What follows belongs to an exercise in optimizing a design on an open flow for small area; a production flow would make more cautious choices.
In this exercise RTL edits were held to simulation tests only and were not proved equivalent to the original.
Power and IR drop assume default switching activity.

<file path="flow/run.sh">
#!/bin/bash
# synth_recipe.tcl (not shown) runs the flow's synth.tcl, then flattens the netlist and writes it again
# the make line also repeats each setting of config.mk as NAME=value (left out here)
make -C /OpenROAD-flow-scripts/flow DESIGN_CONFIG=/design/flow/config.mk WORK_HOME=/design/flow/orfs CLKGATE_MAP_FILE= SYNTH_SCRIPT=/design/flow/synth_recipe.tcl finish
</file>
<file path="flow/config.mk">
export PLATFORM = sky130hd
export DESIGN_NAME = alu
export DESIGN_NICKNAME = alu
export VERILOG_FILES = /design/flow/design.v
export SDC_FILE = /design/flow/constraint.sdc
export NUM_CORES = 4
export LEC_CHECK = 0
export ABC_AREA = 1
export CAP_MARGIN = 20
export CORE_MARGIN = 2
export CORE_UTILIZATION = 50
export GPL_ROUTABILITY_DRIVEN = 0
export GPL_TIMING_DRIVEN = 0
export SLEW_MARGIN = 20
export SYNTH_HIERARCHICAL = 1
export SYNTH_MINIMUM_KEEP_SIZE = 0
</file>
<file path="flow/constraint.sdc">
create_clock -name core_clock -period 9.0 [get_ports {i_clk}]
set_input_delay 1.8000 -clock core_clock [delete_from_list [all_inputs] [get_ports {i_clk}]]
set_output_delay 1.8000 -clock core_clock [all_outputs]
set_load 0.01 [all_outputs]
</file>
<file path="flow/design.v">
module alu (
    input               i_clk,
    input               i_rst_n,
    input               i_valid,
    input signed [11:0] i_data_a,
    input signed [11:0] i_data_b,
    input        [2:0]  i_inst,
    output              o_valid,
    output       [11:0] o_data,
    output              o_overflow
);
wire [11:0] a = i_data_a;
wire [11:0] b = i_data_b;
wire        v = i_valid;
wire        sa = a[11];
wire        sb = b[11];
reg  [11:0] data_r;      
reg         ovf_r;
reg         valid_r;
reg         last3_r;     
reg         sticky_r;    
reg         av_r;        
assign o_valid    = valid_r;
assign o_data     = data_r;
assign o_overflow = ovf_r;
wire is_add  = (i_inst == 3'd0);
wire is_sub  = (i_inst == 3'd1);
wire is_mul  = (i_inst == 3'd2);
wire is_mac  = (i_inst == 3'd3);
wire is_xn   = (i_inst == 3'd4);
wire is_relu = (i_inst == 3'd5);
wire is_mean = (i_inst == 3'd6);
wire is_abs  = (i_inst == 3'd7);
wire        k = ~(sa ^ sb);
wire [10:0] bk = b[10:0] ^ {11{k}};
wire        cc11;
wire sel_a = sa ^ cc11;
wire abs_b = v & is_abs & ~sel_a;
wire ua    = ~(is_add | is_sub | is_mean);
wire ub    = v & (is_add | is_sub | is_mul | is_mac | is_mean);
wire kb    = v & is_abs;
wire [11:0] pa, pb;
assign pa[3:0]  = a[3:0] & {4{ua}};
assign pa[4]    = ua ? a[4] : is_mean;
assign pa[5]    = ua ? a[5] : ~is_mean;
assign pa[11:6] = ua ? a[11:6] : {6{is_sub}};
assign pb[4:0]  = b[4:0] & {5{ub}};
assign pb[5]    = (b[5] & ub) | kb;
assign pb[11:6] = (b[11:6] & {6{ub}}) | {6{kb & sa}};
wire [22:0] P;
wire [11:0] T;
wire        tc12;
wire s_acc = ~v | (is_mac & last3_r & av_r);
wire s_a   = v & (is_add | is_sub | (is_relu & ~sa));
wire s_m   = v & is_mean;
wire s_x   = v & is_xn;
wire [11:0] bab = b ^ {12{sb}};
wire [11:0] am = {a[11], a[11:1]};
wire [11:0] xn = ~(a ^ b);
wire [11:0] accp = (data_r & {12{s_acc}}) | (a & {12{s_a}}) |
                   (am & {12{s_m}}) | (xn & {12{s_x}}) |
                   (bab & {12{abs_b}});
wire [11:0] R = P[16:5] & {12{~abs_b}};
wire cin = (P[4] & (~is_mean | a[0])) | (abs_b & sb);
wire pp_0_0;
assign pp_0_0 = pa[0] & pb[0];
wire pp_0_1;
assign pp_0_1 = pa[0] & pb[1];
wire pp_0_2;
assign pp_0_2 = pa[0] & pb[2];
wire pp_0_3;
assign pp_0_3 = pa[0] & pb[3];
wire pp_0_4;
assign pp_0_4 = pa[0] & pb[4];
wire pp_0_5;
assign pp_0_5 = pa[0] & pb[5];
wire pp_0_6;
assign pp_0_6 = pa[0] & pb[6];
wire pp_0_7;
assign pp_0_7 = pa[0] & pb[7];
wire pp_0_8;
assign pp_0_8 = pa[0] & pb[8];
wire pp_0_9;
assign pp_0_9 = pa[0] & pb[9];
wire pp_0_10;
assign pp_0_10 = pa[0] & pb[10];
wire pp_0_11;
assign pp_0_11 = ~(pa[0] & pb[11]);
wire pp_1_0;
assign pp_1_0 = pa[1] & pb[0];
wire pp_1_1;
assign pp_1_1 = pa[1] & pb[1];
wire pp_1_2;
assign pp_1_2 = pa[1] & pb[2];
wire pp_1_3;
assign pp_1_3 = pa[1] & pb[3];
wire pp_1_4;
assign pp_1_4 = pa[1] & pb[4];
wire pp_1_5;
assign pp_1_5 = pa[1] & pb[5];
wire pp_1_6;
assign pp_1_6 = pa[1] & pb[6];
wire pp_1_7;
assign pp_1_7 = pa[1] & pb[7];
wire pp_1_8;
assign pp_1_8 = pa[1] & pb[8];
wire pp_1_9;
assign pp_1_9 = pa[1] & pb[9];
wire pp_1_10;
assign pp_1_10 = pa[1] & pb[10];
wire pp_1_11;
assign pp_1_11 = ~(pa[1] & pb[11]);
wire pp_2_0;
assign pp_2_0 = pa[2] & pb[0];
wire pp_2_1;
assign pp_2_1 = pa[2] & pb[1];
wire pp_2_2;
assign pp_2_2 = pa[2] & pb[2];
wire pp_2_3;
assign pp_2_3 = pa[2] & pb[3];
wire pp_2_4;
assign pp_2_4 = pa[2] & pb[4];
wire pp_2_5;
assign pp_2_5 = pa[2] & pb[5];
wire pp_2_6;
assign pp_2_6 = pa[2] & pb[6];
wire pp_2_7;
assign pp_2_7 = pa[2] & pb[7];
wire pp_2_8;
assign pp_2_8 = pa[2] & pb[8];
wire pp_2_9;
assign pp_2_9 = pa[2] & pb[9];
wire pp_2_10;
assign pp_2_10 = pa[2] & pb[10];
wire pp_2_11;
assign pp_2_11 = ~(pa[2] & pb[11]);
wire pp_3_0;
assign pp_3_0 = pa[3] & pb[0];
wire pp_3_1;
assign pp_3_1 = pa[3] & pb[1];
wire pp_3_2;
assign pp_3_2 = pa[3] & pb[2];
wire pp_3_3;
assign pp_3_3 = pa[3] & pb[3];
wire pp_3_4;
assign pp_3_4 = pa[3] & pb[4];
wire pp_3_5;
assign pp_3_5 = pa[3] & pb[5];
wire pp_3_6;
assign pp_3_6 = pa[3] & pb[6];
wire pp_3_7;
assign pp_3_7 = pa[3] & pb[7];
wire pp_3_8;
assign pp_3_8 = pa[3] & pb[8];
wire pp_3_9;
assign pp_3_9 = pa[3] & pb[9];
wire pp_3_10;
assign pp_3_10 = pa[3] & pb[10];
wire pp_3_11;
assign pp_3_11 = ~(pa[3] & pb[11]);
wire pp_4_0;
assign pp_4_0 = pa[4] & pb[0];
wire pp_4_1;
assign pp_4_1 = pa[4] & pb[1];
wire pp_4_2;
assign pp_4_2 = pa[4] & pb[2];
wire pp_4_3;
assign pp_4_3 = pa[4] & pb[3];
wire pp_4_4;
assign pp_4_4 = pa[4] & pb[4];
wire pp_4_5;
assign pp_4_5 = pa[4] & pb[5];
wire pp_4_6;
assign pp_4_6 = pa[4] & pb[6];
wire pp_4_7;
assign pp_4_7 = pa[4] & pb[7];
wire pp_4_8;
assign pp_4_8 = pa[4] & pb[8];
wire pp_4_9;
assign pp_4_9 = pa[4] & pb[9];
wire pp_4_10;
assign pp_4_10 = pa[4] & pb[10];
wire pp_4_11;
assign pp_4_11 = ~(pa[4] & pb[11]);
wire pp_5_0;
assign pp_5_0 = pa[5] & pb[0];
wire pp_5_1;
assign pp_5_1 = pa[5] & pb[1];
wire pp_5_2;
assign pp_5_2 = pa[5] & pb[2];
wire pp_5_3;
assign pp_5_3 = pa[5] & pb[3];
wire pp_5_4;
assign pp_5_4 = pa[5] & pb[4];
wire pp_5_5;
assign pp_5_5 = pa[5] & pb[5];
wire pp_5_6;
assign pp_5_6 = pa[5] & pb[6];
wire pp_5_7;
assign pp_5_7 = pa[5] & pb[7];
wire pp_5_8;
assign pp_5_8 = pa[5] & pb[8];
wire pp_5_9;
assign pp_5_9 = pa[5] & pb[9];
wire pp_5_10;
assign pp_5_10 = pa[5] & pb[10];
wire pp_5_11;
assign pp_5_11 = ~(pa[5] & pb[11]);
wire pp_6_0;
assign pp_6_0 = pa[6] & pb[0];
wire pp_6_1;
assign pp_6_1 = pa[6] & pb[1];
wire pp_6_2;
assign pp_6_2 = pa[6] & pb[2];
wire pp_6_3;
assign pp_6_3 = pa[6] & pb[3];
wire pp_6_4;
assign pp_6_4 = pa[6] & pb[4];
wire pp_6_5;
assign pp_6_5 = pa[6] & pb[5];
wire pp_6_6;
assign pp_6_6 = pa[6] & pb[6];
wire pp_6_7;
assign pp_6_7 = pa[6] & pb[7];
wire pp_6_8;
assign pp_6_8 = pa[6] & pb[8];
wire pp_6_9;
assign pp_6_9 = pa[6] & pb[9];
wire pp_6_10;
assign pp_6_10 = pa[6] & pb[10];
wire pp_6_11;
assign pp_6_11 = ~(pa[6] & pb[11]);
wire pp_7_0;
assign pp_7_0 = pa[7] & pb[0];
wire pp_7_1;
assign pp_7_1 = pa[7] & pb[1];
wire pp_7_2;
assign pp_7_2 = pa[7] & pb[2];
wire pp_7_3;
assign pp_7_3 = pa[7] & pb[3];
wire pp_7_4;
assign pp_7_4 = pa[7] & pb[4];
wire pp_7_5;
assign pp_7_5 = pa[7] & pb[5];
wire pp_7_6;
assign pp_7_6 = pa[7] & pb[6];
wire pp_7_7;
assign pp_7_7 = pa[7] & pb[7];
wire pp_7_8;
assign pp_7_8 = pa[7] & pb[8];
wire pp_7_9;
assign pp_7_9 = pa[7] & pb[9];
wire pp_7_10;
assign pp_7_10 = pa[7] & pb[10];
wire pp_7_11;
assign pp_7_11 = ~(pa[7] & pb[11]);
wire pp_8_0;
assign pp_8_0 = pa[8] & pb[0];
wire pp_8_1;
assign pp_8_1 = pa[8] & pb[1];
wire pp_8_2;
assign pp_8_2 = pa[8] & pb[2];
wire pp_8_3;
assign pp_8_3 = pa[8] & pb[3];
wire pp_8_4;
assign pp_8_4 = pa[8] & pb[4];
wire pp_8_5;
assign pp_8_5 = pa[8] & pb[5];
wire pp_8_6;
assign pp_8_6 = pa[8] & pb[6];
wire pp_8_7;
assign pp_8_7 = pa[8] & pb[7];
wire pp_8_8;
assign pp_8_8 = pa[8] & pb[8];
wire pp_8_9;
assign pp_8_9 = pa[8] & pb[9];
wire pp_8_10;
assign pp_8_10 = pa[8] & pb[10];
wire pp_8_11;
assign pp_8_11 = ~(pa[8] & pb[11]);
wire pp_9_0;
assign pp_9_0 = pa[9] & pb[0];
wire pp_9_1;
assign pp_9_1 = pa[9] & pb[1];
wire pp_9_2;
assign pp_9_2 = pa[9] & pb[2];
wire pp_9_3;
assign pp_9_3 = pa[9] & pb[3];
wire pp_9_4;
assign pp_9_4 = pa[9] & pb[4];
wire pp_9_5;
assign pp_9_5 = pa[9] & pb[5];
wire pp_9_6;
assign pp_9_6 = pa[9] & pb[6];
wire pp_9_7;
assign pp_9_7 = pa[9] & pb[7];
wire pp_9_8;
assign pp_9_8 = pa[9] & pb[8];
wire pp_9_9;
assign pp_9_9 = pa[9] & pb[9];
wire pp_9_10;
assign pp_9_10 = pa[9] & pb[10];
wire pp_9_11;
assign pp_9_11 = ~(pa[9] & pb[11]);
wire pp_10_0;
assign pp_10_0 = pa[10] & pb[0];
wire pp_10_1;
assign pp_10_1 = pa[10] & pb[1];
wire pp_10_2;
assign pp_10_2 = pa[10] & pb[2];
wire pp_10_3;
assign pp_10_3 = pa[10] & pb[3];
wire pp_10_4;
assign pp_10_4 = pa[10] & pb[4];
wire pp_10_5;
assign pp_10_5 = pa[10] & pb[5];
wire pp_10_6;
assign pp_10_6 = pa[10] & pb[6];
wire pp_10_7;
assign pp_10_7 = pa[10] & pb[7];
wire pp_10_8;
assign pp_10_8 = pa[10] & pb[8];
wire pp_10_9;
assign pp_10_9 = pa[10] & pb[9];
wire pp_10_10;
assign pp_10_10 = pa[10] & pb[10];
wire pp_10_11;
assign pp_10_11 = ~(pa[10] & pb[11]);
wire pp_11_0;
assign pp_11_0 = ~(pa[11] & pb[0]);
wire pp_11_1;
assign pp_11_1 = ~(pa[11] & pb[1]);
wire pp_11_2;
assign pp_11_2 = ~(pa[11] & pb[2]);
wire pp_11_3;
assign pp_11_3 = ~(pa[11] & pb[3]);
wire pp_11_4;
assign pp_11_4 = ~(pa[11] & pb[4]);
wire pp_11_5;
assign pp_11_5 = ~(pa[11] & pb[5]);
wire pp_11_6;
assign pp_11_6 = ~(pa[11] & pb[6]);
wire pp_11_7;
assign pp_11_7 = ~(pa[11] & pb[7]);
wire pp_11_8;
assign pp_11_8 = ~(pa[11] & pb[8]);
wire pp_11_9;
assign pp_11_9 = ~(pa[11] & pb[9]);
wire pp_11_10;
assign pp_11_10 = ~(pa[11] & pb[10]);
wire pp_11_11;
assign pp_11_11 = pa[11] & pb[11];
wire s1;
wire c2;
alu_ha u_ha3 (.a(pp_0_9), .b(pp_1_8), .s(s1), .co(c2));
wire s4;
wire c5;
alu_fa u_fa6 (.a(pp_0_10), .b(pp_10_0), .c(pp_1_9), .s(s4), .co(c5));
wire s7;
wire c8;
alu_ha u_ha9 (.a(pp_2_8), .b(pp_3_7), .s(s7), .co(c8));
wire s10;
wire c11;
alu_fa u_fa12 (.a(pp_0_11), .b(pp_10_1), .c(pp_11_0), .s(s10), .co(c11));
wire s13;
wire c14;
alu_fa u_fa15 (.a(pp_1_10), .b(pp_2_9), .c(pp_3_8), .s(s13), .co(c14));
wire s16;
wire c17;
alu_ha u_ha18 (.a(pp_4_7), .b(pp_5_6), .s(s16), .co(c17));
wire s19;
wire c20;
alu_fa u_fa21 (.a(1'b1), .b(pp_10_2), .c(pp_11_1), .s(s19), .co(c20));
wire s22;
wire c23;
alu_fa u_fa24 (.a(pp_1_11), .b(pp_2_10), .c(pp_3_9), .s(s22), .co(c23));
wire s25;
wire c26;
alu_fa u_fa27 (.a(pp_4_8), .b(pp_5_7), .c(pp_6_6), .s(s25), .co(c26));
wire s28;
wire c29;
alu_fa u_fa30 (.a(pp_10_3), .b(pp_11_2), .c(pp_2_11), .s(s28), .co(c29));
wire s31;
wire c32;
alu_fa u_fa33 (.a(pp_3_10), .b(pp_4_9), .c(pp_5_8), .s(s31), .co(c32));
wire s34;
wire c35;
alu_fa u_fa36 (.a(pp_10_4), .b(pp_11_3), .c(pp_3_11), .s(s34), .co(c35));
wire s37;
wire c38;
alu_ha u_ha39 (.a(pp_0_6), .b(pp_1_5), .s(s37), .co(c38));
wire s40;
wire c41;
alu_fa u_fa42 (.a(pp_0_7), .b(pp_1_6), .c(pp_2_5), .s(s40), .co(c41));
wire s43;
wire c44;
alu_ha u_ha45 (.a(pp_3_4), .b(pp_4_3), .s(s43), .co(c44));
wire s46;
wire c47;
alu_fa u_fa48 (.a(pp_0_8), .b(pp_1_7), .c(pp_2_6), .s(s46), .co(c47));
wire s49;
wire c50;
alu_fa u_fa51 (.a(pp_3_5), .b(pp_4_4), .c(pp_5_3), .s(s49), .co(c50));
wire s52;
wire c53;
alu_ha u_ha54 (.a(pp_6_2), .b(pp_7_1), .s(s52), .co(c53));
wire s55;
wire c56;
alu_fa u_fa57 (.a(pp_2_7), .b(pp_3_6), .c(pp_4_5), .s(s55), .co(c56));
wire s58;
wire c59;
alu_fa u_fa60 (.a(pp_5_4), .b(pp_6_3), .c(pp_7_2), .s(s58), .co(c59));
wire s61;
wire c62;
alu_fa u_fa63 (.a(pp_8_1), .b(pp_9_0), .c(s1), .s(s61), .co(c62));
wire s64;
wire c65;
alu_fa u_fa66 (.a(pp_4_6), .b(pp_5_5), .c(pp_6_4), .s(s64), .co(c65));
wire s67;
wire c68;
alu_fa u_fa69 (.a(pp_7_3), .b(pp_8_2), .c(pp_9_1), .s(s67), .co(c68));
wire s70;
wire c71;
alu_fa u_fa72 (.a(c2), .b(s7), .c(s4), .s(s70), .co(c71));
wire s73;
wire c74;
alu_fa u_fa75 (.a(pp_6_5), .b(pp_7_4), .c(pp_8_3), .s(s73), .co(c74));
wire s76;
wire c77;
alu_fa u_fa78 (.a(pp_9_2), .b(c8), .c(s16), .s(s76), .co(c77));
wire s79;
wire c80;
alu_fa u_fa81 (.a(c5), .b(s10), .c(s13), .s(s79), .co(c80));
wire s82;
wire c83;
alu_fa u_fa84 (.a(pp_7_5), .b(pp_8_4), .c(pp_9_3), .s(s82), .co(c83));
wire s85;
wire c86;
alu_fa u_fa87 (.a(c17), .b(c11), .c(c14), .s(s85), .co(c86));
wire s88;
wire c89;
alu_fa u_fa90 (.a(s19), .b(s22), .c(s25), .s(s88), .co(c89));
wire s91;
wire c92;
alu_fa u_fa93 (.a(pp_6_7), .b(pp_7_6), .c(pp_8_5), .s(s91), .co(c92));
wire s94;
wire c95;
alu_fa u_fa96 (.a(pp_9_4), .b(c20), .c(c23), .s(s94), .co(c95));
wire s97;
wire c98;
alu_fa u_fa99 (.a(c26), .b(s28), .c(s31), .s(s97), .co(c98));
wire s100;
wire c101;
alu_fa u_fa102 (.a(pp_4_10), .b(pp_5_9), .c(pp_6_8), .s(s100), .co(c101));
wire s103;
wire c104;
alu_fa u_fa105 (.a(pp_7_7), .b(pp_8_6), .c(pp_9_5), .s(s103), .co(c104));
wire s106;
wire c107;
alu_fa u_fa108 (.a(c29), .b(c32), .c(s34), .s(s106), .co(c107));
wire s109;
wire c110;
alu_fa u_fa111 (.a(pp_10_5), .b(pp_11_4), .c(pp_4_11), .s(s109), .co(c110));
wire s112;
wire c113;
alu_fa u_fa114 (.a(pp_5_10), .b(pp_6_9), .c(pp_7_8), .s(s112), .co(c113));
wire s115;
wire c116;
alu_fa u_fa117 (.a(pp_8_7), .b(pp_9_6), .c(c35), .s(s115), .co(c116));
wire s118;
wire c119;
alu_fa u_fa120 (.a(pp_10_6), .b(pp_11_5), .c(pp_5_11), .s(s118), .co(c119));
wire s121;
wire c122;
alu_fa u_fa123 (.a(pp_6_10), .b(pp_7_9), .c(pp_8_8), .s(s121), .co(c122));
wire s124;
wire c125;
alu_fa u_fa126 (.a(pp_10_7), .b(pp_11_6), .c(pp_6_11), .s(s124), .co(c125));
wire s127;
wire c128;
alu_ha u_ha129 (.a(pp_0_4), .b(pp_1_3), .s(s127), .co(c128));
wire s130;
wire c131;
alu_fa u_fa132 (.a(pp_0_5), .b(pp_1_4), .c(pp_2_3), .s(s130), .co(c131));
wire s133;
wire c134;
alu_ha u_ha135 (.a(pp_3_2), .b(pp_4_1), .s(s133), .co(c134));
wire s136;
wire c137;
alu_fa u_fa138 (.a(pp_2_4), .b(pp_3_3), .c(pp_4_2), .s(s136), .co(c137));
wire s139;
wire c140;
alu_fa u_fa141 (.a(pp_5_1), .b(pp_6_0), .c(s37), .s(s139), .co(c140));
wire s142;
wire c143;
alu_fa u_fa144 (.a(pp_5_2), .b(pp_6_1), .c(pp_7_0), .s(s142), .co(c143));
wire s145;
wire c146;
alu_fa u_fa147 (.a(c38), .b(s43), .c(s40), .s(s145), .co(c146));
wire s148;
wire c149;
alu_fa u_fa150 (.a(pp_8_0), .b(c44), .c(s52), .s(s148), .co(c149));
wire s151;
wire c152;
alu_fa u_fa153 (.a(c41), .b(s46), .c(s49), .s(s151), .co(c152));
wire s154;
wire c155;
alu_fa u_fa156 (.a(c53), .b(c47), .c(c50), .s(s154), .co(c155));
wire s157;
wire c158;
alu_fa u_fa159 (.a(s55), .b(s58), .c(s61), .s(s157), .co(c158));
wire s160;
wire c161;
alu_fa u_fa162 (.a(c56), .b(c59), .c(s64), .s(s160), .co(c161));
wire s163;
wire c164;
alu_fa u_fa165 (.a(s67), .b(c62), .c(s70), .s(s163), .co(c164));
wire s166;
wire c167;
alu_fa u_fa168 (.a(c65), .b(c68), .c(s73), .s(s166), .co(c167));
wire s169;
wire c170;
alu_fa u_fa171 (.a(s76), .b(c71), .c(s79), .s(s169), .co(c170));
wire s172;
wire c173;
alu_fa u_fa174 (.a(c74), .b(s82), .c(c77), .s(s172), .co(c173));
wire s175;
wire c176;
alu_fa u_fa177 (.a(c80), .b(s85), .c(s88), .s(s175), .co(c176));
wire s178;
wire c179;
alu_fa u_fa180 (.a(c83), .b(s91), .c(c86), .s(s178), .co(c179));
wire s181;
wire c182;
alu_fa u_fa183 (.a(c89), .b(s94), .c(s97), .s(s181), .co(c182));
wire s184;
wire c185;
alu_fa u_fa186 (.a(c92), .b(s100), .c(s103), .s(s184), .co(c185));
wire s187;
wire c188;
alu_fa u_fa189 (.a(c95), .b(c98), .c(s106), .s(s187), .co(c188));
wire s190;
wire c191;
alu_fa u_fa192 (.a(c101), .b(c104), .c(s109), .s(s190), .co(c191));
wire s193;
wire c194;
alu_fa u_fa195 (.a(s112), .b(c107), .c(s115), .s(s193), .co(c194));
wire s196;
wire c197;
alu_fa u_fa198 (.a(pp_9_7), .b(c110), .c(c113), .s(s196), .co(c197));
wire s199;
wire c200;
alu_fa u_fa201 (.a(s118), .b(s121), .c(c116), .s(s199), .co(c200));
wire s202;
wire c203;
alu_fa u_fa204 (.a(pp_7_10), .b(pp_8_9), .c(pp_9_8), .s(s202), .co(c203));
wire s205;
wire c206;
alu_fa u_fa207 (.a(c119), .b(c122), .c(s124), .s(s205), .co(c206));
wire s208;
wire c209;
alu_fa u_fa210 (.a(pp_10_8), .b(pp_11_7), .c(pp_7_11), .s(s208), .co(c209));
wire s211;
wire c212;
alu_fa u_fa213 (.a(pp_8_10), .b(pp_9_9), .c(c125), .s(s211), .co(c212));
wire s214;
wire c215;
alu_fa u_fa216 (.a(pp_10_9), .b(pp_11_8), .c(pp_8_11), .s(s214), .co(c215));
wire s217;
wire c218;
alu_ha u_ha219 (.a(pp_0_3), .b(pp_1_2), .s(s217), .co(c218));
wire s220;
wire c221;
alu_fa u_fa222 (.a(pp_2_2), .b(pp_3_1), .c(pp_4_0), .s(s220), .co(c221));
wire s223;
wire c224;
alu_fa u_fa225 (.a(pp_5_0), .b(c128), .c(s133), .s(s223), .co(c224));
wire s226;
wire c227;
alu_fa u_fa228 (.a(c134), .b(c131), .c(s136), .s(s226), .co(c227));
wire s229;
wire c230;
alu_fa u_fa231 (.a(c137), .b(s142), .c(c140), .s(s229), .co(c230));
wire s232;
wire c233;
alu_fa u_fa234 (.a(c143), .b(s148), .c(c146), .s(s232), .co(c233));
wire s235;
wire c236;
alu_fa u_fa237 (.a(c149), .b(c152), .c(s154), .s(s235), .co(c236));
wire s238;
wire c239;
alu_fa u_fa240 (.a(c155), .b(s160), .c(c158), .s(s238), .co(c239));
wire s241;
wire c242;
alu_fa u_fa243 (.a(c161), .b(s166), .c(c164), .s(s241), .co(c242));
wire s244;
wire c245;
alu_fa u_fa246 (.a(c167), .b(s172), .c(c170), .s(s244), .co(c245));
wire s247;
wire c248;
alu_fa u_fa249 (.a(c173), .b(s178), .c(c176), .s(s247), .co(c248));
wire s250;
wire c251;
alu_fa u_fa252 (.a(s184), .b(c179), .c(c182), .s(s250), .co(c251));
wire s253;
wire c254;
alu_fa u_fa255 (.a(c185), .b(s190), .c(c188), .s(s253), .co(c254));
wire s256;
wire c257;
alu_fa u_fa258 (.a(c191), .b(s196), .c(s199), .s(s256), .co(c257));
wire s259;
wire c260;
alu_fa u_fa261 (.a(s202), .b(c197), .c(s205), .s(s259), .co(c260));
wire s262;
wire c263;
alu_fa u_fa264 (.a(c203), .b(s208), .c(c206), .s(s262), .co(c263));
wire s265;
wire c266;
alu_fa u_fa267 (.a(pp_9_10), .b(c209), .c(s214), .s(s265), .co(c266));
wire s268;
wire c269;
alu_fa u_fa270 (.a(pp_10_10), .b(pp_11_9), .c(pp_9_11), .s(s268), .co(c269));
wire s271;
wire c272;
alu_ha u_ha273 (.a(pp_0_2), .b(pp_1_1), .s(s271), .co(c272));
wire s274;
wire c275;
alu_fa u_fa276 (.a(pp_2_1), .b(pp_3_0), .c(s217), .s(s274), .co(c275));
wire s277;
wire c278;
alu_fa u_fa279 (.a(c218), .b(s127), .c(s220), .s(s277), .co(c278));
wire s280;
wire c281;
alu_fa u_fa282 (.a(c221), .b(s130), .c(s223), .s(s280), .co(c281));
wire s283;
wire c284;
alu_fa u_fa285 (.a(c224), .b(s139), .c(s226), .s(s283), .co(c284));
wire s286;
wire c287;
alu_fa u_fa288 (.a(c227), .b(s145), .c(s229), .s(s286), .co(c287));
wire s289;
wire c290;
alu_fa u_fa291 (.a(s151), .b(c230), .c(s232), .s(s289), .co(c290));
wire s292;
wire c293;
alu_fa u_fa294 (.a(s157), .b(c233), .c(s235), .s(s292), .co(c293));
wire s295;
wire c296;
alu_fa u_fa297 (.a(c236), .b(s163), .c(s238), .s(s295), .co(c296));
wire s298;
wire c299;
alu_fa u_fa300 (.a(s169), .b(c239), .c(s241), .s(s298), .co(c299));
wire s301;
wire c302;
alu_fa u_fa303 (.a(s175), .b(c242), .c(s244), .s(s301), .co(c302));
wire s304;
wire c305;
alu_fa u_fa306 (.a(s181), .b(c245), .c(s247), .s(s304), .co(c305));
wire s307;
wire c308;
alu_fa u_fa309 (.a(s187), .b(c248), .c(s250), .s(s307), .co(c308));
wire s310;
wire c311;
alu_fa u_fa312 (.a(s193), .b(c251), .c(s253), .s(s310), .co(c311));
wire s313;
wire c314;
alu_fa u_fa315 (.a(c194), .b(c254), .c(s256), .s(s313), .co(c314));
wire s316;
wire c317;
alu_fa u_fa318 (.a(c200), .b(s259), .c(c257), .s(s316), .co(c317));
wire s319;
wire c320;
alu_fa u_fa321 (.a(s211), .b(c260), .c(s262), .s(s319), .co(c320));
wire s322;
wire c323;
alu_fa u_fa324 (.a(c212), .b(s265), .c(c263), .s(s322), .co(c323));
wire s325;
wire c326;
alu_fa u_fa327 (.a(c215), .b(s268), .c(c266), .s(s325), .co(c326));
wire s328;
wire c329;
alu_fa u_fa330 (.a(pp_10_11), .b(pp_11_10), .c(c269), .s(s328), .co(c329));
wire SA0;
wire SB0;
assign SA0 = pp_0_0;
assign SB0 = 1'b0;
wire SA1;
wire SB1;
assign SA1 = pp_0_1;
assign SB1 = pp_1_0;
wire SA2;
wire SB2;
assign SA2 = pp_2_0;
assign SB2 = s271;
wire SA3;
wire SB3;
assign SA3 = c272;
assign SB3 = s274;
wire SA4;
wire SB4;
assign SA4 = c275;
assign SB4 = s277;
wire SA5;
wire SB5;
assign SA5 = c278;
assign SB5 = s280;
wire SA6;
wire SB6;
assign SA6 = c281;
assign SB6 = s283;
wire SA7;
wire SB7;
assign SA7 = c284;
assign SB7 = s286;
wire SA8;
wire SB8;
assign SA8 = c287;
assign SB8 = s289;
wire SA9;
wire SB9;
assign SA9 = c290;
assign SB9 = s292;
wire SA10;
wire SB10;
assign SA10 = c293;
assign SB10 = s295;
wire SA11;
wire SB11;
assign SA11 = c296;
assign SB11 = s298;
wire SA12;
wire SB12;
assign SA12 = c299;
assign SB12 = s301;
wire SA13;
wire SB13;
assign SA13 = c302;
assign SB13 = s304;
wire SA14;
wire SB14;
assign SA14 = c305;
assign SB14 = s307;
wire SA15;
wire SB15;
assign SA15 = c308;
assign SB15 = s310;
wire SA16;
wire SB16;
assign SA16 = c311;
assign SB16 = s313;
wire SA17;
wire SB17;
assign SA17 = c314;
assign SB17 = s316;
wire SA18;
wire SB18;
assign SA18 = s319;
assign SB18 = c317;
wire SA19;
wire SB19;
assign SA19 = c320;
assign SB19 = s322;
wire SA20;
wire SB20;
assign SA20 = s325;
assign SB20 = c323;
wire SA21;
wire SB21;
assign SA21 = s328;
assign SB21 = c326;
wire SA22;
wire SB22;
assign SA22 = pp_11_11;
assign SB22 = c329;
wire g0;
wire p0;
assign g0 = SA0 & SB0;
assign p0 = SA0 ^ SB0;
wire g1;
wire p1;
assign g1 = SA1 & SB1;
assign p1 = SA1 ^ SB1;
wire g2;
wire p2;
assign g2 = SA2 & SB2;
assign p2 = SA2 ^ SB2;
wire g3;
wire p3;
assign g3 = SA3 & SB3;
assign p3 = SA3 ^ SB3;
wire g4;
wire p4;
assign g4 = SA4 & SB4;
assign p4 = SA4 ^ SB4;
wire g5;
wire p5;
assign g5 = SA5 & SB5;
assign p5 = SA5 ^ SB5;
wire g6;
wire p6;
assign g6 = SA6 & SB6;
assign p6 = SA6 ^ SB6;
wire g7;
wire p7;
assign g7 = SA7 & SB7;
assign p7 = SA7 ^ SB7;
wire g8;
wire p8;
assign g8 = SA8 & SB8;
assign p8 = SA8 ^ SB8;
wire g9;
wire p9;
assign g9 = SA9 & SB9;
assign p9 = SA9 ^ SB9;
wire g10;
wire p10;
assign g10 = SA10 & SB10;
assign p10 = SA10 ^ SB10;
wire g11;
wire p11;
assign g11 = SA11 & SB11;
assign p11 = SA11 ^ SB11;
wire g12;
wire p12;
assign g12 = SA12 & SB12;
assign p12 = SA12 ^ SB12;
wire g13;
wire p13;
assign g13 = SA13 & SB13;
assign p13 = SA13 ^ SB13;
wire g14;
wire p14;
assign g14 = SA14 & SB14;
assign p14 = SA14 ^ SB14;
wire g15;
wire p15;
assign g15 = SA15 & SB15;
assign p15 = SA15 ^ SB15;
wire g16;
wire p16;
assign g16 = SA16 & SB16;
assign p16 = SA16 ^ SB16;
wire g17;
wire p17;
assign g17 = SA17 & SB17;
assign p17 = SA17 ^ SB17;
wire g18;
wire p18;
assign g18 = SA18 & SB18;
assign p18 = SA18 ^ SB18;
wire g19;
wire p19;
assign g19 = SA19 & SB19;
assign p19 = SA19 ^ SB19;
wire g20;
wire p20;
assign g20 = SA20 & SB20;
assign p20 = SA20 ^ SB20;
wire g21;
wire p21;
assign g21 = SA21 & SB21;
assign p21 = SA21 ^ SB21;
wire g22;
wire p22;
assign g22 = SA22 & SB22;
assign p22 = SA22 ^ SB22;
wire G1_ci;
assign G1_ci = g1 | (p1 & g0);
wire P1_ci;
assign P1_ci = 1'b0;
wire pg331;
wire pp332;
assign pg331 = g2 | (p2 & G1_ci);
assign pp332 = p2 & P1_ci;
wire pg333;
wire pp334;
assign pg333 = g4 | (p4 & g3);
assign pp334 = p4 & p3;
wire pg335;
wire pp336;
assign pg335 = g6 | (p6 & g5);
assign pp336 = p6 & p5;
wire pg337;
wire pp338;
assign pg337 = g8 | (p8 & g7);
assign pp338 = p8 & p7;
wire pg339;
wire pp340;
assign pg339 = g10 | (p10 & g9);
assign pp340 = p10 & p9;
wire pg341;
wire pp342;
assign pg341 = g12 | (p12 & g11);
assign pp342 = p12 & p11;
wire pg343;
wire pp344;
assign pg343 = g14 | (p14 & g13);
assign pp344 = p14 & p13;
wire pg345;
wire pp346;
assign pg345 = g16 | (p16 & g15);
assign pp346 = p16 & p15;
wire pg347;
wire pp348;
assign pg347 = g18 | (p18 & g17);
assign pp348 = p18 & p17;
wire pg349;
wire pp350;
assign pg349 = g20 | (p20 & g19);
assign pp350 = p20 & p19;
wire pg351;
wire pp352;
assign pg351 = g22 | (p22 & g21);
assign pp352 = p22 & p21;
wire pg353;
wire pp354;
assign pg353 = pg333 | (pp334 & pg331);
assign pp354 = pp334 & pp332;
wire pg355;
wire pp356;
assign pg355 = pg337 | (pp338 & pg335);
assign pp356 = pp338 & pp336;
wire pg357;
wire pp358;
assign pg357 = pg341 | (pp342 & pg339);
assign pp358 = pp342 & pp340;
wire pg359;
wire pp360;
assign pg359 = pg345 | (pp346 & pg343);
assign pp360 = pp346 & pp344;
wire pg361;
wire pp362;
assign pg361 = pg349 | (pp350 & pg347);
assign pp362 = pp350 & pp348;
wire pg363;
wire pp364;
assign pg363 = pg355 | (pp356 & pg353);
assign pp364 = pp356 & pp354;
wire pg365;
wire pp366;
assign pg365 = pg359 | (pp360 & pg357);
assign pp366 = pp360 & pp358;
wire pg367;
wire pp368;
assign pg367 = pg365 | (pp366 & pg363);
assign pp368 = pp366 & pp364;
wire pg369;
wire pp370;
assign pg369 = pg357 | (pp358 & pg363);
assign pp370 = pp358 & pp364;
wire pg371;
wire pp372;
assign pg371 = pg361 | (pp362 & pg367);
assign pp372 = pp362 & pp368;
wire pg373;
wire pp374;
assign pg373 = pg335 | (pp336 & pg353);
assign pp374 = pp336 & pp354;
wire pg375;
wire pp376;
assign pg375 = pg339 | (pp340 & pg363);
assign pp376 = pp340 & pp364;
wire pg377;
wire pp378;
assign pg377 = pg343 | (pp344 & pg369);
assign pp378 = pp344 & pp370;
wire pg379;
wire pp380;
assign pg379 = pg347 | (pp348 & pg367);
assign pp380 = pp348 & pp368;
wire pg381;
wire pp382;
assign pg381 = pg351 | (pp352 & pg371);
assign pp382 = pp352 & pp372;
wire pg383;
wire pp384;
assign pg383 = g3 | (p3 & pg331);
assign pp384 = p3 & pp332;
wire pg385;
wire pp386;
assign pg385 = g5 | (p5 & pg353);
assign pp386 = p5 & pp354;
wire pg387;
wire pp388;
assign pg387 = g7 | (p7 & pg373);
assign pp388 = p7 & pp374;
wire pg389;
wire pp390;
assign pg389 = g9 | (p9 & pg363);
assign pp390 = p9 & pp364;
wire pg391;
wire pp392;
assign pg391 = g11 | (p11 & pg375);
assign pp392 = p11 & pp376;
wire pg393;
wire pp394;
assign pg393 = g13 | (p13 & pg369);
assign pp394 = p13 & pp370;
wire pg395;
wire pp396;
assign pg395 = g15 | (p15 & pg377);
assign pp396 = p15 & pp378;
wire pg397;
wire pp398;
assign pg397 = g17 | (p17 & pg367);
assign pp398 = p17 & pp368;
wire pg399;
wire pp400;
assign pg399 = g19 | (p19 & pg379);
assign pp400 = p19 & pp380;
wire pg401;
wire pp402;
assign pg401 = g21 | (p21 & pg371);
assign pp402 = p21 & pp372;
assign P[0] = p0;
assign P[1] = p1 ^ g0;
assign P[2] = p2 ^ G1_ci;
assign P[3] = p3 ^ pg331;
assign P[4] = p4 ^ pg383;
assign P[5] = p5 ^ pg353;
assign P[6] = p6 ^ pg385;
assign P[7] = p7 ^ pg373;
assign P[8] = p8 ^ pg387;
assign P[9] = p9 ^ pg363;
assign P[10] = p10 ^ pg389;
assign P[11] = p11 ^ pg375;
assign P[12] = p12 ^ pg391;
assign P[13] = p13 ^ pg369;
assign P[14] = p14 ^ pg393;
assign P[15] = p15 ^ pg377;
assign P[16] = p16 ^ pg395;
assign P[17] = p17 ^ pg367;
assign P[18] = p18 ^ pg397;
assign P[19] = p19 ^ pg379;
assign P[20] = p20 ^ pg399;
assign P[21] = p21 ^ pg371;
assign P[22] = p22 ^ pg401;
wire ag403;
wire ap404;
wire ax405;
assign ag403 = a[0] & bk[0];
assign ax405 = a[0] ^ bk[0];
assign ap404 = a[0] | bk[0];
wire ag406;
wire ap407;
wire ax408;
assign ag406 = a[1] & bk[1];
assign ax408 = a[1] ^ bk[1];
assign ap407 = a[1] | bk[1];
wire ag409;
wire ap410;
wire ax411;
assign ag409 = a[2] & bk[2];
assign ax411 = a[2] ^ bk[2];
assign ap410 = a[2] | bk[2];
wire ag412;
wire ap413;
wire ax414;
assign ag412 = a[3] & bk[3];
assign ax414 = a[3] ^ bk[3];
assign ap413 = a[3] | bk[3];
wire ag415;
wire ap416;
wire ax417;
assign ag415 = a[4] & bk[4];
assign ax417 = a[4] ^ bk[4];
assign ap416 = a[4] | bk[4];
wire ag418;
wire ap419;
wire ax420;
assign ag418 = a[5] & bk[5];
assign ax420 = a[5] ^ bk[5];
assign ap419 = a[5] | bk[5];
wire ag421;
wire ap422;
wire ax423;
assign ag421 = a[6] & bk[6];
assign ax423 = a[6] ^ bk[6];
assign ap422 = a[6] | bk[6];
wire ag424;
wire ap425;
wire ax426;
assign ag424 = a[7] & bk[7];
assign ax426 = a[7] ^ bk[7];
assign ap425 = a[7] | bk[7];
wire ag427;
wire ap428;
wire ax429;
assign ag427 = a[8] & bk[8];
assign ax429 = a[8] ^ bk[8];
assign ap428 = a[8] | bk[8];
wire ag430;
wire ap431;
wire ax432;
assign ag430 = a[9] & bk[9];
assign ax432 = a[9] ^ bk[9];
assign ap431 = a[9] | bk[9];
wire ag433;
wire ap434;
wire ax435;
assign ag433 = a[10] & bk[10];
assign ax435 = a[10] ^ bk[10];
assign ap434 = a[10] | bk[10];
wire cg436;
assign cg436 = ag403 | (ap404 & k);
wire rg437;
assign rg437 = ag406 | (ap407 & cg436);
wire rg438;
assign rg438 = ag409 | (ap410 & rg437);
wire rg439;
assign rg439 = ag412 | (ap413 & rg438);
wire rg440;
assign rg440 = ag415 | (ap416 & rg439);
wire rg441;
assign rg441 = ag418 | (ap419 & rg440);
wire rg442;
assign rg442 = ag421 | (ap422 & rg441);
wire rg443;
assign rg443 = ag424 | (ap425 & rg442);
wire rg444;
assign rg444 = ag427 | (ap428 & rg443);
wire rg445;
assign rg445 = ag430 | (ap431 & rg444);
wire rg446;
assign rg446 = ag433 | (ap434 & rg445);
assign cc11 = rg446;
wire ag447;
wire ap448;
wire ax449;
assign ag447 = accp[0] & R[0];
assign ax449 = accp[0] ^ R[0];
assign ap448 = ax449;
wire ag450;
wire ap451;
wire ax452;
assign ag450 = accp[1] & R[1];
assign ax452 = accp[1] ^ R[1];
assign ap451 = ax452;
wire ag453;
wire ap454;
wire ax455;
assign ag453 = accp[2] & R[2];
assign ax455 = accp[2] ^ R[2];
assign ap454 = ax455;
wire ag456;
wire ap457;
wire ax458;
assign ag456 = accp[3] & R[3];
assign ax458 = accp[3] ^ R[3];
assign ap457 = ax458;
wire ag459;
wire ap460;
wire ax461;
assign ag459 = accp[4] & R[4];
assign ax461 = accp[4] ^ R[4];
assign ap460 = ax461;
wire ag462;
wire ap463;
wire ax464;
assign ag462 = accp[5] & R[5];
assign ax464 = accp[5] ^ R[5];
assign ap463 = ax464;
wire ag465;
wire ap466;
wire ax467;
assign ag465 = accp[6] & R[6];
assign ax467 = accp[6] ^ R[6];
assign ap466 = ax467;
wire ag468;
wire ap469;
wire ax470;
assign ag468 = accp[7] & R[7];
assign ax470 = accp[7] ^ R[7];
assign ap469 = ax470;
wire ag471;
wire ap472;
wire ax473;
assign ag471 = accp[8] & R[8];
assign ax473 = accp[8] ^ R[8];
assign ap472 = ax473;
wire ag474;
wire ap475;
wire ax476;
assign ag474 = accp[9] & R[9];
assign ax476 = accp[9] ^ R[9];
assign ap475 = ax476;
wire ag477;
wire ap478;
wire ax479;
assign ag477 = accp[10] & R[10];
assign ax479 = accp[10] ^ R[10];
assign ap478 = ax479;
wire ag480;
wire ap481;
wire ax482;
assign ag480 = accp[11] & R[11];
assign ax482 = accp[11] ^ R[11];
assign ap481 = ax482;
wire cg483;
assign cg483 = ag447 | (ap448 & cin);
wire pg484;
wire pq485;
assign pg484 = ag450 | (ap451 & cg483);
assign pq485 = ap451 & ap448;
wire pg486;
wire pq487;
assign pg486 = ag456 | (ap457 & ag453);
assign pq487 = ap457 & ap454;
wire pg488;
wire pq489;
assign pg488 = ag462 | (ap463 & ag459);
assign pq489 = ap463 & ap460;
wire pg490;
wire pq491;
assign pg490 = ag468 | (ap469 & ag465);
assign pq491 = ap469 & ap466;
wire pg492;
wire pq493;
assign pg492 = ag474 | (ap475 & ag471);
assign pq493 = ap475 & ap472;
wire pg494;
wire pq495;
assign pg494 = ag480 | (ap481 & ag477);
assign pq495 = ap481 & ap478;
wire pg496;
wire pq497;
assign pg496 = pg486 | (pq487 & pg484);
assign pq497 = pq487 & pq485;
wire pg498;
wire pq499;
assign pg498 = pg490 | (pq491 & pg488);
assign pq499 = pq491 & pq489;
wire pg500;
wire pq501;
assign pg500 = pg494 | (pq495 & pg492);
assign pq501 = pq495 & pq493;
wire pg502;
wire pq503;
assign pg502 = pg498 | (pq499 & pg496);
assign pq503 = pq499 & pq497;
wire pg504;
wire pq505;
assign pg504 = pg500 | (pq501 & pg502);
assign pq505 = pq501 & pq503;
wire pg506;
wire pq507;
assign pg506 = pg488 | (pq489 & pg496);
assign pq507 = pq489 & pq497;
wire pg508;
wire pq509;
assign pg508 = pg492 | (pq493 & pg502);
assign pq509 = pq493 & pq503;
wire pg510;
wire pq511;
assign pg510 = ag453 | (ap454 & pg484);
assign pq511 = ap454 & pq485;
wire pg512;
wire pq513;
assign pg512 = ag459 | (ap460 & pg496);
assign pq513 = ap460 & pq497;
wire pg514;
wire pq515;
assign pg514 = ag465 | (ap466 & pg506);
assign pq515 = ap466 & pq507;
wire pg516;
wire pq517;
assign pg516 = ag471 | (ap472 & pg502);
assign pq517 = ap472 & pq503;
wire pg518;
wire pq519;
assign pg518 = ag477 | (ap478 & pg508);
assign pq519 = ap478 & pq509;
wire as520;
assign as520 = ax449 ^ cin;
wire as521;
assign as521 = ax452 ^ cg483;
wire as522;
assign as522 = ax455 ^ pg484;
wire as523;
assign as523 = ax458 ^ pg510;
wire as524;
assign as524 = ax461 ^ pg496;
wire as525;
assign as525 = ax464 ^ pg512;
wire as526;
assign as526 = ax467 ^ pg506;
wire as527;
assign as527 = ax470 ^ pg514;
wire as528;
assign as528 = ax473 ^ pg502;
wire as529;
assign as529 = ax476 ^ pg516;
wire as530;
assign as530 = ax479 ^ pg508;
wire as531;
assign as531 = ax482 ^ pg518;
assign T[0] = as520;
assign T[1] = as521;
assign T[2] = as522;
assign T[3] = as523;
assign T[4] = as524;
assign T[5] = as525;
assign T[6] = as526;
assign T[7] = as527;
assign T[8] = as528;
assign T[9] = as529;
assign T[10] = as530;
assign T[11] = as531;
assign tc12 = pg504;
wire s12     = accp[11] ^ P[17] ^ tc12;
wire ok_mul  = (P[22:16] == 7'h00) | (P[22:16] == 7'h7f) |
               ((P[22:17] == 6'h3f) & ~P[16] & (P[15:5] == 11'h7ff) & (P[4:0] != 5'd0));
wire e_ovf = (is_mul & ~ok_mul) | (is_mac & (sticky_r | ~ok_mul));
wire f_as  = is_add | is_sub;
wire g_acc = is_mac & last3_r;
wire ovf1  = e_ovf | (f_as & ~s12) | (g_acc & ~accp[11] & ~P[16]);
wire ovf0  = e_ovf | (f_as & s12)  | (g_acc & accp[11] & P[16]);
wire ovf   = v & (T[11] ? ovf1 : ovf0);
always @(posedge i_clk) begin
    data_r <= T & {12{~ovf}};
    ovf_r  <= ovf;
end
always @(posedge i_clk or negedge i_rst_n) begin
    if (!i_rst_n) begin
        valid_r  <= 1'b0;
        last3_r  <= 1'b0;
        sticky_r <= 1'b0;
        av_r     <= 1'b0;
    end else begin
        valid_r  <= v;
        last3_r  <= is_mac;
        sticky_r <= v ? (is_mac & ovf) : sticky_r;
        av_r     <= av_r | v;
    end
end
endmodule
module alu_fa (input a, input b, input c, output s, output co);
    assign s  = a ^ b ^ c;
    assign co = (a & b) | (a & c) | (b & c);
endmodule
module alu_ha (input a, input b, output s, output co);
    assign s  = a ^ b;
    assign co = a & b;
endmodule
</file>
==> results.yml, run 1 <==
logic_synthesis:
  synthDistinctLibCells: 56
  synthArstFlopShare_pct: 23.53
  post_synth.cell_area_avg_um2: 8.104
  ys.warnings.count: 7
  synth_seq_area_share_pct: 5.905
  synth_mux_area_share_pct: 0
  syn_inst: 753
  synth_compound_gate_area_share_pct: 7.464
  synthXorXnorAreaFrac_pct: 6.582
  synth_top_family_by_area: "adder cells"
  synthAdderAreaFrac_pct: 46.71
  yosys.area_share.simple_pct: 25.24
  synth_flop_cell: "dfxtp_1"
  syn_nets: 940
  ys_seq_elements: 17
  post_synth_instance_area_mm2: 0.006102
  number_of_flops_mapped_to_enable_cells_by_yosys: 0
clock_network:
  clkSinkCount: 17
  insertion_delay_ns: 0.26
  cts_root_buf: "clkbuf_16"
  quantity_of_hold_fixing_buffers_added_after_cts: 0
  clock_path_buffers: 2
  cts_inserted_buffers: 3
  cts.clk_slew.worst_paths_ns: 0.05
  cts_max_level: 1
  tritoncts: "built"
worst_setup_path:
  buffers_inverters_on_critical_path: 9
  critical-path-max-stage-delay_ns: 0.54
  rr_endpoint: "data_r[6]$_DFF_P_"
  timing_worst_setup_path_type: "input pin to flop"
  cp.required_ns: 9.16
  worstSetupStartpoint: "i_data_a[3]"
  worst_path_most_repeated_cell: "fa_1"
  worst-r2r-setup-slack_ns: 4.71
  setup.worst_path.start_class: "input pin"
  largest_fanout_on_the_critical_path: 10
  timing.critical_path.arrival_ns: 8.89
  reg2regPathDepth: 22
  timing.critical_path.slowest_stage_cell: "fa_1"
  critPathTopFamily: "adder cells"
  rr_startpoint: "last3_r$_DFF_PN0_"
  end_kind: "flop"
power:
  maximum_vdd_drop_mv: 0.4615
  leakage_power_summed_over_all_cells_nw: 3.618
  combPwrFrac_pct: 89.1
  internal_pwr_total_mw: 1.075
  power.switching_fraction_pct: 51.83
  power_frac_clock_pct: 4.2
  power_per_cell_area_mw_per_mm2: 313.1
  seq_power_share_pct: 6.7
  switching_power_mw: 1.157
min_path:
  hold_path_startpoint: "av_r$_DFF_PN0_"
  hold_class: "flop to flop"
  holdPathEnd: "av_r$_DFF_PN0_"
  depth_of_the_worst_hold_timing_path: 1
detailed_routing:
  initialDrtViolationCount: 273
  routed-via-count: 5237
  drtAntennaViolNets: 0
  via_per_inst: 5.507
  wl_per_cell_um: 17.48
  detail_route.first_pass.iterations: 5
  drt-total-wl_um: 16620
  remaining_drc_errors: 0
sta:
  layout_worst_path_cycle_share_pct: 96.99
  timing.max_slew.rel_slack_pct: 64.16
  finalHoldWorstSlack_ns: 0.4728
  slew_viol_final: 0
  timing.clock.skew_ns: 0.003460
  timing_hold_violations_final: 0
  max_freq_mhz: 114.6
  tightest_slew_ns: 0.5376
  layout_min_cycle_time_ns: 8.729
  setup_viol: 0
grt:
  first_global_vias: 5504
  global_route.overflow_total: 0
  grt_first_pass_wirelength_um: 28030
  grt_max_degree: 12
  antenna_violations_before_repair: 0
  global_route.usage.total_pct: 27.46
floorplanning:
  design.core.area_mm2: 0.01196
  floorplan.initialDensity_pct: 51.01
  placementRows: 40
  die_width_um: 114.5
  die_area_mm2: 0.01310
  die_h_um: 114.5
  boundaryPins: 44
layout:
  final_cell_mix: "nor2_1, fa_1, nand2_1, inv_1, nand3_1"
  layout-area-overhead-vs-synth_pct: 16.83
  total_number_of_nets_in_the_final_design: 992
  n_antenna_cell: 0
  final_util_pct: 59.60
  layout.cells.most_common: "nor2_1"
  drive_above_1_share_pct: 16.54
place:
  io_buffer_count: 40
  hpwl_um: 14320
job:
  maxCapViolations: 0
outcome:
  outcome: "no timing/DRC/antenna violations"
-- modules after synthesis (local to each module, per instance) --
module | cell area [um^2] | cells inside
alu_fa | 20.02 | 1
alu | 3975 | 643
alu_ha | 12.51 | 1
-- worst max-delay path by stage --
stage | cells after the start | end
floorplan | 33 | data_r[2]$_DFF_P_
global placement | 36 | data_r[7]$_DFF_P_
detailed placement | 36 | data_r[6]$_DFF_P_
CTS | 36 | data_r[6]$_DFF_P_
global route | 37 | data_r[10]$_DFF_P_
finish | 31 | data_r[6]$_DFF_P_
-- power groups by stage --
stage                     sequential (mW)  combinational, mW  clock [mW]
after floorplan                     0.155               1.21           0
after global placement              0.150               1.62           0
after detailed placement            0.150               1.69           0
after CTS                           0.148               1.86      0.0948
after global routing                0.151               2.22      0.0978
final                               0.149               1.99      0.0935
-- stage by stage --
step           cell area (um^2)  instances  setup WS, ns  power (mW)  setup TNS (ns)
5_1_grt                    7129        951      -0.01363       2.473        -0.05764
3_5_place_dp               6686        940        -1.676       1.836          -22.42
4_1_cts                    6928        947     0.0002389       2.105               0
3_3_place_gp               6686        940        -1.474       1.774          -19.62
2_1_floorplan              6102        753        0.4768       1.360               0
6_report                   7129        951        0.2706       2.232               0
-- cells by family after synthesis --
logic type	Yosys count
AND/OR/NAND/NOR	344
adder cells (fa/ha/maj)	157
buffers and inverters	124
AO/OA/AOI/OAI	65
XOR/XNOR	45
flip-flops	17
other	1
-- final cells by class --
cell class	instances	area (um^2)
plain buffers	23	165.2
inverters	95	371.6
multi-input cells	612	5458
repair buffers	53	511.7
clock buffers	4	78.83
fillers	1090	4832
flip-flops and latches	17	360.3
well taps	147	183.9
-- synthesized netlist by cell type (all sizes together) (4+ instances only) --
| cell type | number | area (um^2) |
|---|---|---|
| nor2 | 150 | 605.6 |
| o21ai | 9 | 52.55 |
| ha | 39 | 488.0 |
| clkbuf | 23 | 86.33 |
| xnor2 | 14 | 130.1 |
| xor2 | 31 | 271.5 |
| a21o | 5 | 37.54 |
| or2 | 8 | 50.05 |
| nand4 | 5 | 31.28 |
| nand2 | 126 | 520.5 |
| nand3 | 47 | 257.8 |
| inv | 90 | 340.3 |
| buf | 6 | 45.04 |
| o22ai | 6 | 37.54 |
| a21oi | 21 | 120.1 |
| fa | 118 | 2362 |
| dfxtp | 13 | 260.3 |
| clkinv | 5 | 18.77 |
| a221oi | 9 | 78.83 |
| dfrtp | 4 | 100.1 |
-- per-layer routing --
layer / part of all wire, % / global-route usage [%] / vias up
met5: 0 / 0 / -
met3: 4.5 / 3.653 / 22
met1: 45 / 38.97 / 2609
li1: - / - / 2466
met2: 49 / 45.52 / 140
met4: 1.8 / 5.122 / 0
-- sequential cells by signal (all words and copies together), names as in the netlist --
signal    count
data_r       12
av_r          1
last3_r       1
ovf_r         1
sticky_r      1
valid_r       1
-- timing repair --
| item | CTS | global route |
|---|---|---|
| resized for setup | 49 | 59 |
| pin swaps | 8 | 17 |
| setup buffers | 6 | 7 |
| setup endpoints to repair | 14 | 14 |
==> run 2, diff against run 1 <==
--- a/flow/config.mk
+++ b/flow/config.mk
@@ -11,3 +11,2 @@
 export CORE_UTILIZATION = 50
-export GPL_ROUTABILITY_DRIVEN = 0
 export GPL_TIMING_DRIVEN = 0
==> run 2 against run 1 <==
Against the previous run: still clean on timing, DRC and antenna; cell count fell by 0.74%; register-to-register slack got worse by 0.08 ns; setup slack improved by 0.016 ns; sequential cell count did not move; via count fell by 0.99%; worst hold slack improved by 0.0042 ns; sequential power barely moved; power fell by 3.5%; synthesized cell count did not move; non-clock buffer count fell by 7; die area did not move; critical path depth rose by 1; critical path type unchanged; largest cell class unchanged; largest power group unchanged.
==> results.yml, run 2 <==
outcome:
  outcome: "no timing/DRC/antenna violations"
logic_synthesis:
  ys.warnings.count: 7
  synthArstFlopShare_pct: 23.53
  synth_largest_type_area_fraction_pct: 38.71
  synth_flop_cell: "dfxtp_1"
  syn_inst: 753
  syn_nets: 940
  post_synth.cell_area_avg_um2: 8.104
  ys_seq_elements: 17
  cell_type_with_the_highest_aggregate_area_in_the_netlist: "fa_1"
  post_synth_instance_area_mm2: 0.006102
  synthDistinctLibCells: 56
  synth_most_common_cell: "nor2_1"
  ys_top_cells_by_count: "nor2_1, fa_1, nand2_1"
  synth_seq_area_share_pct: 5.905
  number_of_flops_mapped_to_enable_cells_by_yosys: 0
  yosys-top-cells-area: "fa_1, nor2_1, ha_1, nand2_1, inv_1"
worst_setup_path:
  critical-path-max-stage-delay_ns: 0.61
  largest_fanout_on_the_critical_path: 10
  setup.worst_path.start_class: "input pin"
  timing.critical_path.slowest_stage_cell: "clkdlybuf4s50_1"
  cp.required_ns: 9.20
  worst_path_most_repeated_cell: "fa_1"
  timing_worst_setup_path_type: "input pin to flop"
  timing.critical_path.arrival_ns: 8.92
  end_kind: "flop"
detailed_routing:
  wl_per_cell_um: 17.57
  via_per_inst: 5.493
  initialDrtViolationCount: 294
  remaining_drc_errors: 0
  detail_route.first_pass.iterations: 5
  routed-via-count: 5185
  drt-total-wl_um: 16580
  drtAntennaViolNets: 0
layout:
  top_register: "data_r"
  final_util_pct: 58.80
  fin_area_mm2: 0.007033
  largest_register_ff_count: 12
  layout-area-overhead-vs-synth_pct: 15.26
  drive_above_1_share_pct: 16.06
  layoutNonFillerInstCount: 944
  layout.cells.most_common: "nor2_1"
  multiInputGateArea_mm2: 0.005434
  final.fill_count: 1110
  total_number_of_nets_in_the_final_design: 985
  final_cell_mix: "nor2_1, fa_1, nand2_1, inv_1, nand3_1"
  n_antenna_cell: 0
  layout.area.seq_um2: 360.3
power:
  combPwrFrac_pct: 88.7
  leakage_power_summed_over_all_cells_nw: 3.546
  switching_power_mw: 1.140
  seq_power_share_pct: 6.9
  power_frac_clock_pct: 4.3
  power.switching_fraction_pct: 52.90
  power_per_cell_area_mw_per_mm2: 306.3
  internal_pwr_total_mw: 1.015
  maximum_vdd_drop_mv: 0.5661
place:
  routabilityCongestion: 0.8743
  dpl.cell_count: 940
  io_buffer_count: 40
  hpwl_um: 14270
  placed_area_mm2: 0.006686
  placement.setup.worst_slack_ns: -1.740
clock_network:
  insertion_delay_ns: 0.26
  tritoncts: "built"
  cts.clk_slew.worst_paths_ns: 0.06
  cts_root_buf: "clkbuf_16"
  quantity_of_hold_fixing_buffers_added_after_cts: 0
  cts_inserted_buffers: 3
  clkSinkCount: 17
  cts_max_level: 1
  clock_path_buffers: 2
grt:
  first_global_vias: 5405
  antenna_violations_before_repair: 0
  global_route.usage.total_pct: 27.42
  grt_first_pass_wirelength_um: 27850
  grt_max_degree: 12
  global_route.overflow_total: 0
floorplanning:
  boundaryPins: 44
  die_h_um: 114.5
  die_area_mm2: 0.01310
  design.core.area_mm2: 0.01196
  die_width_um: 114.5
  floorplan.initialDensity_pct: 51.01
  placementRows: 40
sta:
  layout_min_cycle_time_ns: 8.713
  tightest_slew_ns: 0.4961
  setup-tns-final_ns: 0
  layout_worst_path_cycle_share_pct: 96.81
  setup_viol: 0
  final.setup.worst_slack_ns: 0.2868
  timing.clock.skew_ns: 0.006471
  timing.max_slew.rel_slack_pct: 66.82
  timing_hold_violations_final: 0
  slew_viol_final: 0
  max_freq_mhz: 114.8
job:
  maxCapViolations: 0
min_path:
  hold_class: "flop to flop"
-- run 2: area by class of cell --
cell class	count	area share, %
repair buffers	48	6.440
well taps	147	2.615
multi-input cells	612	77.26
plain buffers	21	2.153
inverters	95	5.284
clock buffers	4	1.121
flip-flops and latches	17	5.124
-- run 2: layer usage --
metal | global-route usage, % | wire [um] | vias up
met5 | 0 | 0 | -
met4 | 5.528 | 274 | 0
met3 | 3.123 | 731 | 18
met2 | 45.29 | 8035 | 136
met1 | 39.23 | 7541 | 2585
li1 | - | - | 2446
-- run 2: modules after synthesis (local to each module, per instance) --
module  copies in the design  cells inside  cell area, um^2  flip-flops and latches
alu                        1           643             3975                      17
alu_fa                   100             1            20.02                       0
alu_ha                    10             1            12.51                       0
-- run 2: path summary, 6_finish.rpt --
check	start	slack [ns]	depth (start not counted)	end
min in group asynchronous	i_rst_n	1.75	1	valid_r$_DFF_PN0_
max	i_data_b[5]	0.29	32	data_r[3]$_DFF_P_
min reg2reg	av_r$_DFF_PN0_	0.48	1	av_r$_DFF_PN0_
max in group asynchronous	i_rst_n	7.08	1	av_r$_DFF_PN0_
max reg2reg	last3_r$_DFF_PN0_	4.63	22	data_r[3]$_DFF_P_
min	av_r$_DFF_PN0_	0.48	1	av_r$_DFF_PN0_
-- run 2: worst max-delay path, delay by kind of cell --
family          cells  cell delay [ns]
fa+ha+maj           8             3.30
xor+xnor            2             0.47
compound gates      5             0.96
simple gates       10             1.10
buf+inv             7             1.26
-- run 2: cells by family after synthesis --
kind of cell	synth area share (%)
other cells	0.06145
simple gates	25.24
buf+inv	8.038
fa+ha+maj	46.71
compound gates	7.464
flops	5.905
xor+xnor	6.582
-- run 2: what timing repair did --
action                                  CTS  global route
setup buffers                             3             5
pin swaps                                 7            10
gates resized for setup                  51            56
endpoints found under the setup margin   14            14
-- run 2: power by group through the flow --
stage	clock network [mW]	logic, mW	registers (mW)
floorplan	0	1.21	0.155
global placement	0	1.63	0.150
detailed placement	0	1.68	0.150
CTS	0.0983	1.86	0.149
global route	0.100	2.15	0.152
finish	0.0934	1.91	0.149
-- run 2: per-stage QoR --
stage | total power, mW | hold WS [ns]
final | 2.154 | 0.4770
after global routing | 2.399 | 0.4965
after CTS | 2.110 | 0.4798
after detailed placement | 1.833 | 0.4629
after global placement | 1.775 | 0.4617
after floorplan | 1.360 | 0.4399
==> run 3, diff against run 2 <==
--- a/flow/config.mk
+++ b/flow/config.mk
@@ -11,3 +11,2 @@
 export CORE_UTILIZATION = 50
-export GPL_TIMING_DRIVEN = 0
 export SLEW_MARGIN = 20
==> run 3 against run 2 <==
Against the previous run: still clean on timing, DRC and antenna; count of clock-buffer cells in the layout decreased by 1; clock skew down 0.0035 ns; utilization up 2.2 points; cell count up 5.0%; register-to-register slack better by 0.37 ns; setup slack gained 0.073 ns; first-iteration DRC count down 2.7%; maximum frequency up 0.84%; critical path type unchanged; critical endpoint is now data_r[0]$_DFF_P_.
==> results.yml, run 3 <==
outcome:
  outcome: "no timing/DRC/antenna violations"
sta:
  slew_viol_final: 0
  timing_hold_violations_final: 0
  timing.clock.skew_ns: 0.002946
  finalHoldWorstSlack_ns: 0.4976
  setup_viol: 0
  layout_min_cycle_time_ns: 8.641
  tightest_slew_ns: 0.5918
  final.setup.worst_slack_ns: 0.3594
  timing.max_slew.rel_slack_pct: 60.42
  grt_setup_unrepaired: "false"
  max_freq_mhz: 115.7
  layout_worst_path_cycle_share_pct: 96.01
worst_setup_path:
  buffers_inverters_on_critical_path: 7
  timing_worst_setup_path_type: "input pin to flop"
  critPathTopFamily: "adder cells"
  rr_endpoint: "data_r[0]$_DFF_P_"
  rr_startpoint: "last3_r$_DFF_PN0_"
  setup.worst_path.start_class: "input pin"
  timing.critical_path.slowest_stage_cell: "clkdlybuf4s50_1"
  timing.critical_path.arrival_ns: 8.80
  critical-path-max-stage-delay_ns: 0.54
  reg2regPathDepth: 21
  largest_fanout_on_the_critical_path: 12
  worst-r2r-setup-slack_ns: 5.00
  end_kind: "flop"
  worst-path-stages: 31
  cp.required_ns: 9.16
layout:
  n_antenna_cell: 0
  layout-area-overhead-vs-synth_pct: 19.54
  final_cell_mix: "nor2_1, fa_1, nand2_1, buf_4, inv_1"
  layout.cells.most_common: "nor2_1"
  drive_above_1_share_pct: 18.60
  layoutNonFillerInstCount: 991
  largest_register_ff_count: 12
  top_register: "data_r"
  final_util_pct: 60.98
  total_number_of_nets_in_the_final_design: 1032
logic_synthesis:
  synthArstFlopShare_pct: 23.53
  synth_seq_area_share_pct: 5.905
  yosys.area_share.simple_pct: 25.24
  post_synth_instance_area_mm2: 0.006102
  synthAdderAreaFrac_pct: 46.71
  ys.warnings.count: 7
  syn_nets: 940
  synth_most_common_cell: "nor2_1"
  synth_largest_type_area_fraction_pct: 38.71
  synth_mux_area_share_pct: 0
  post_synth.cell_area_avg_um2: 8.104
  synth_top_family_by_area: "adder cells"
  synthDistinctLibCells: 56
  syn_inst: 753
  synth_flop_cell: "dfxtp_1"
  ys_top_cells_by_count: "nor2_1, fa_1, nand2_1"
  number_of_flops_mapped_to_enable_cells_by_yosys: 0
  synthXorXnorAreaFrac_pct: 6.582
  synth_compound_gate_area_share_pct: 7.464
  ys_seq_elements: 17
  yosys-top-cells-area: "fa_1, nor2_1, ha_1, nand2_1, inv_1"
  cell_type_with_the_highest_aggregate_area_in_the_netlist: "fa_1"
clock_network:
  cts_max_level: 1
  tritoncts: "built"
  quantity_of_hold_fixing_buffers_added_after_cts: 0
  cts_inserted_buffers: 3
  clkSinkCount: 17
  clock_path_buffers: 2
  cts.repair_timing.setup_buffer_count: 0
  cts_root_buf: "clkbuf_16"
  insertion_delay_ns: 0.26
  cts.clk_slew.worst_paths_ns: 0.05
floorplanning:
  die_h_um: 114.5
  boundaryPins: 44
  placementRows: 40
  die_width_um: 114.5
  die_area_mm2: 0.01310
  floorplan.initialDensity_pct: 51.01
  design.core.area_mm2: 0.01196
min_path:
  holdPathEnd: "av_r$_DFF_PN0_"
  depth_of_the_worst_hold_timing_path: 1
  hold_path_startpoint: "av_r$_DFF_PN0_"
  hold_class: "flop to flop"
power:
  power_per_cell_area_mw_per_mm2: 282.1
  leakage_power_summed_over_all_cells_nw: 3.784
  fin_total_pwr_mw: 2.058
  maximum_vdd_drop_mv: 0.2478
detailed_routing:
  via_per_inst: 5.421
  remaining_drc_errors: 0
  initialDrtViolationCount: 286
  detail_route.first_pass.iterations: 5
  wl_per_cell_um: 18.18
  routed-via-count: 5372
  drt-total-wl_um: 18020
  drtAntennaViolNets: 0
grt:
  grt_max_degree: 15
  global_route.usage.total_pct: 29.22
  global_route.overflow_total: 0
  antenna_violations_before_repair: 0
  grt_first_pass_wirelength_um: 29210
  first_global_vias: 5633
place:
  routabilityCongestion: 0.9106
  hpwl_um: 15690
  io_buffer_count: 43
  dpl.cell_count: 987
  placement.setup.worst_slack_ns: -0.3078
job:
  maxCapViolations: 0
==> run 3: cell counts after synthesis <==
Identical to the previous run, type by type.
==> run 3: cells by family (layout without fill, tap and decap cells) <==
logic type,after synthesis,count (layout)
AO/OA/AOI/OAI,65,65
XOR/XNOR,45,45
adder cells (fa/ha/maj),157,157
buffers and inverters,124,215
flip-flops,17,17
other,1,1
AND/OR/NAND/NOR,344,344
==> run 3: through the flow <==
stage	TNS, ns	cell area, um^2
6_report	0	7295
5_1_grt	0	7295
4_1_cts	0	7232
3_5_place_dp	-3.874	7146
3_3_place_gp	-0.2539	7146
2_1_floorplan	0	6102
==> run 3: per-module statistics from Yosys (local to each module, per instance) <==
module	flops+latches	times used
alu	17	1
alu_fa	0	100
alu_ha	0	10
==> run 3: layout make-up <==
type,count,area [um^2]
Clock buffer,3,75.07
Timing Repair Buffer,116,1001
Multi-Input combinational cell,612,5310
Sequential cell,17,360.3
Inverter,95,359.1
Clock inverter,1,5.005
Tap cell,147,183.9
Fill cell,1119,4667
==> run 3: timing repair <==
action                     CTS  global route
setup endpoints to repair   11            14
pin swaps                    0             0
hold endpoints to repair     0             0
gates resized for setup      1            25
==> run 3: how the worst max path moves through the flow <==
| stage | start | end |
|---|---|---|
| after floorplan | i_inst[2] | data_r[2]$_DFF_P_ |
| after global routing | i_data_a[4] | data_r[0]$_DFF_P_ |
| after detailed placement | i_inst[1] | data_r[0]$_DFF_P_ |
| after CTS | i_inst[1] | data_r[0]$_DFF_P_ |
| after global placement | i_inst[1] | data_r[0]$_DFF_P_ |
| final | i_data_a[6] | data_r[0]$_DFF_P_ |
==> run 3: routing by layer <==
layer	vias up	global-route usage, %	routed length (um)
met5	-	0	0
met3	43	4.288	937
met2	175	47.73	8709
met1	2607	40.57	7819
li1	2547	-	-
met4	0	8.455	549
==> run 3: where the power goes <==
part / leakage, nW / switching, mW / total (mW) / internal, mW
Clock: 0.0409 / 0.0330 / 0.0927 / 0.0597
Sequential: 0.157 / 0.0257 / 0.151 / 0.125
Combinational: 3.59 / 1.01 / 1.81 / 0.800

[static timing again, ports no longer ideal]
The flow's constraints put no driver on any port. The routed layouts listed below were extracted and timed again, unchanged, in two steps.
Step 1 assumes that a clkbuf_16 drives the clock port and a buf_2 every other input.
Step 2 adds t to the input delays and takes it off the output delays; t is the mean of the earliest and latest rising clock arrival at the registers after step 1. Input paths then give back, and output paths get back, about the clock's delay inside the block.
Slacks: no drivers / after step 1 / after step 2; pairs: no drivers / after step 1.
run | t (ns) | setup WS [ns] | slew at the worst register clock pin (ns) | cell pins on the clock port's net
run 1 | 0.287 | 0.271 / 0.277 / -0.011 | 0.05 / 0.05 | 1
run 2 | 0.293 | 0.287 / 0.300 / 0.007 | 0.06 / 0.06 | 1
run 3 | 0.290 | 0.359 / 0.368 / 0.077 | 0.05 / 0.05 | 1
With both steps, setup timing fails in run 1, where it was met with ideal ports.
